From an optimization exercise on the open Yosys and OpenROAD flow, aimed at small area and a short achievable clock period; shortcuts taken in it are not production practice.
In this exercise RTL edits were held to simulation tests only and were not proved equivalent to the original.

==> design/flow/design.v <==
module three_stage_mult(input [15:0] a, input [15:0] b, output [31:0] out, input clk);
    logic [31:0] register;
    logic [31:0] register2;
    logic [31:0] register3;
    always @ (posedge clk) begin
        register <= a * b;
        register2 <= register;
        register3 <= register2;
    end
    assign out = register3;
endmodule
==> design/flow/run.sh <==
#!/bin/bash
# synth_recipe.tcl (not shown) runs the flow's synth.tcl, then flattens the netlist and writes it again
# the make line also repeats each setting of config.mk as NAME=value (left out here)
make -C /OpenROAD-flow-scripts/flow DESIGN_CONFIG=/design/flow/config.mk WORK_HOME=/design/flow/orfs CLKGATE_MAP_FILE= SYNTH_SCRIPT=/design/flow/synth_recipe.tcl finish
==> design/flow/config.mk <==
export PLATFORM = sky130hd
export DESIGN_NAME = three_stage_mult
export DESIGN_NICKNAME = three_stage_mult
export VERILOG_FILES = /design/flow/design.v
export SDC_FILE = /design/flow/constraint.sdc
export NUM_CORES = 4
export LEC_CHECK = 0
export CAP_MARGIN = 20
export CORE_MARGIN = 2
export CORE_UTILIZATION = 40
export SLEW_MARGIN = 20
==> design/flow/constraint.sdc <==
create_clock -name core_clock -period 8.0 [get_ports {clk}]
set_input_delay 1.6000 -clock core_clock [delete_from_list [all_inputs] [get_ports {clk}]]
set_output_delay 1.6000 -clock core_clock [all_outputs]
set_load 0.01 [all_outputs]
==> flow_summary.toml <==
[status]
status = "complete, no violations"

[setup_path]
critPathLaunchType = "input port"
r2r_start = "register[29]"
crit_end = "register[31]"
crit_type = "in2reg"
worst-r2r-setup-slack_ns = 7.57
r2r_cells = 0
crit_path_end_kind = "register"
crit_start = "a[11]"
required_ns = 8.25
cp_max_fo = 13
reg2reg_to = "register2[29]"
worst_ep_arrival_time_ns = 7.63

[global_route]
antenna_found_initial = 0
grt_max_degree = 19
track_usage_pct = 18.2
overflow = 0
grt_pass1_vias = 7937
grt_first_pass_wirelength_um = 40400

[logic_synthesis]
yosysUniqueCellTypes = 48
synth_edf_count = 0
syn_nets = 1428
avgSynthCellArea_um2 = 9.66
ys_seq_elements = 96
synthCells = 1097
synth_flop_cell = "dfxtp_1"
syn-cell-area_um2 = 10600
yosysWarnings = 1
synth_async_sr_flop_share_pct = 0
ys_seq_area_share_pct = 18.1

[floorplanning]
io_pins = 65
dieArea_um2 = 27800
die_w_um = 167
rows = 59
floorplan.initialDensity_pct = 40.7
die_h_um = 167
core_area_um2 = 26100

[placed_design]
pre_cts_ws_ns = 0.250
hpwl_um = 20000
port_buffers = 64
routabilityCongestion = 0.877
dp_cells = 1492

[finish]
final_nets = 1499
stdcell_count = 1508
antenna_cells = 0
layout-drive-gt1-share_pct = 5.71
final_util_pct = 46.3
multi_input_area_um2 = 7670
area_growth_pct = 13.9
fillers = 2499
regArea_um2 = 1920

[detailed_routing]
vias = 7392
drc = 0
antenna_left = 0
dr.first_iter.drc_count = 315
viasPerCell = 4.90
avgRoutedWirePerCell_um = 16.0
wl_um = 24100
dr.pass1.iters = 5

[clocking]
clk_latency_ns = 0.34
cts_resized = 0
htree_num_levels = 3
post_cts_buffers = 0
clk_pin_slew_ns = 0.07
hold_buffers = 0
cts_tree = "built"
clk_path_buf_depth = 2
clkSinkCount = 96
root_buffer = "clkbuf_16"
cts_buffers = 9

[sta]
post-route-period-util_pct = 92.2
slew_headroom_pct = 51.3
fin_ws_ns = 0.622
min_period_ns = 7.38
tightest_slew_ns = 0.729
grt_setup_unrepaired = "false"
setup_viol = 0
fmax_ghz = 0.136
hold_viol_final = 0
finalMaxSlewViolations = 0
tns_ns = 0
skew_ns = 0.00680

[hold_path]
worstHoldPathType = "reg2reg"

[flow_run]
cap_violations = 0
critical path, cell delays in order:
cell	delay [ns]
clkdlybuf4s50_1	0.88
nand2_1	0.18
fa_1	0.54
fa_1	0.52
fa_1	0.53
inv_1	0.06
fa_1	0.44
fa_1	0.52
inv_1	0.05
fa_1	0.47
inv_1	0.04
ha_1	0.36
a21oi_1	0.15
o21ai_0	0.10
nor4_2	0.47
o21ai_1	0.20
a21oi_1	0.26
nor2_1	0.06
a211oi_1	0.17
cell type report:
cell class                      instances  share of cell area (%)
Inverter                              227                    7.06
Timing Repair Buffer                   97                    7.36
Multi-Input combinational cell        737                    63.6
Sequential cell                        96                    15.9
Tap cell                              335                    3.47
Clock inverter                          7                   0.705
Clock buffer                            9                    1.87
worst min path at each step:
stage / startpoint / end / slack [ns] / depth (start not counted)
after floorplan: register[0] / register2[0] / 0.31 / 0
after global placement: register[5] / register2[5] / 0.31 / 0
after detailed placement: register2[30] / register3[30] / 0.31 / 0
after CTS: register[4] / register2[4] / 0.33 / 0
after global routing: register[4] / register2[4] / 0.32 / 0
final: register[4] / register2[4] / 0.32 / 0
metal layers:
| metal | wire (um) | global-route usage, % | share of wire [%] | vias up |
|---|---|---|---|---|
| met3 | 914 | 2.33 | 3.8 | 40 |
| li1 | - | - | - | 3446 |
| met4 | 573 | 4.72 | 2.4 | 0 |
| met2 | 12600 | 32.7 | 52 | 173 |
| met5 | 0 | 0 | 0 | - |
| met1 | 10100 | 23.3 | 42 | 3733 |
flip-flops by register name, indices dropped and copies added, names as in the netlist:
signal     count
register      32
register3     32
register2     32
per-stage QoR:
stage	instance area, um2	hold WS, ns
6_report	12100	0.320
4_1_cts	12100	0.327
3_5_place_dp	11800	0.312
3_3_place_gp	11800	0.310
2_1_floorplan	10600	0.310
5_1_grt	12100	0.324
cell families (layout without fill, tap and decap cells):
logic type / after synthesis / count (layout) / synth area share (%)
adders and majority gates: 298 / 298 / 48.9
DFF: 96 / 96 / 18.1
xor gates and xnor gates: 24 / 24 / 1.98
AOI/OAI and AO/OA: 94 / 94 / 6.30
muxes: 1 / 1 / 0.0945
and+or+nand+nor: 320 / 320 / 15.1
buffers and inverters: 264 / 340 / 9.45
cell usage in the layout, fill, tap and decap left out, types with 4 or more instances in the layout:
cell             instances
clkbuf_16                9
ha_1                   104
a31oi_1                  4
o21ai_1                  4
o211ai_1                 4
nand2_1                151
buf_4                   33
xnor2_1                 18
dfxtp_1                 96
a21o_1                  10
o21ai_0                 17
fa_1                   194
a211oi_1                 5
a21oi_1                 22
nor2_1                  15
inv_1                  227
o21a_1                   4
xor2_1                   6
and2_1                 125
nor3_1                   5
o21bai_1                 7
and3_1                   4
nand2b_1                 4
clkdlybuf4s50_1         64
nand3_1                  8
cell usage after synthesis (all sizes together), types with 3 or more instances:
cell	instances	area, um2
o211ai	4	30.0
dfxtp	96	1920
a211oi	6	50.1
nor3	6	35.0
and3	5	32.5
a21oi	25	144
nand2b	4	25.0
nor2	15	56.3
o21a	4	30.0
xnor2	18	158
a21o	10	75.1
clkbuf	35	133
nand3	8	40.0
fa	194	3880
o21bai	7	52.6
ha	104	1300
nor4	3	31.3
xor2	6	52.6
a31oi	4	25.0
o21ai	23	123
and2	126	791
nand2	151	567
inv	227	852

[port drivers added, routing unchanged]
The results above use ideal ports. As a check the final layout listed here was re-extracted and re-timed, cells and wires unchanged. Step 1 assumes that a clkbuf_16 drives the clock port and a buf_2 every other input. Step 2 adds t to the input delays and takes it off the output delays; t is the mean of the earliest and latest rising clock arrival at the registers after step 1. Input paths then give back, and output paths get back, about the clock's delay inside the block. Slacks: ideal ports / drivers / drivers and shift; pairs: ideal ports / drivers.
t, ns: 0.376
slack for setup (ns): 0.622 / 0.638 / 0.262
hold WS [ns]: 0.320 / 0.320 / 0.320
worst slew at a driven data input, ns: 0.04
cell pins on the clock port's net: 1
After both steps setup and hold are still met in this run. The setup slack of this run moves by +0.016 ns with the drivers and by -0.360 ns with both steps.
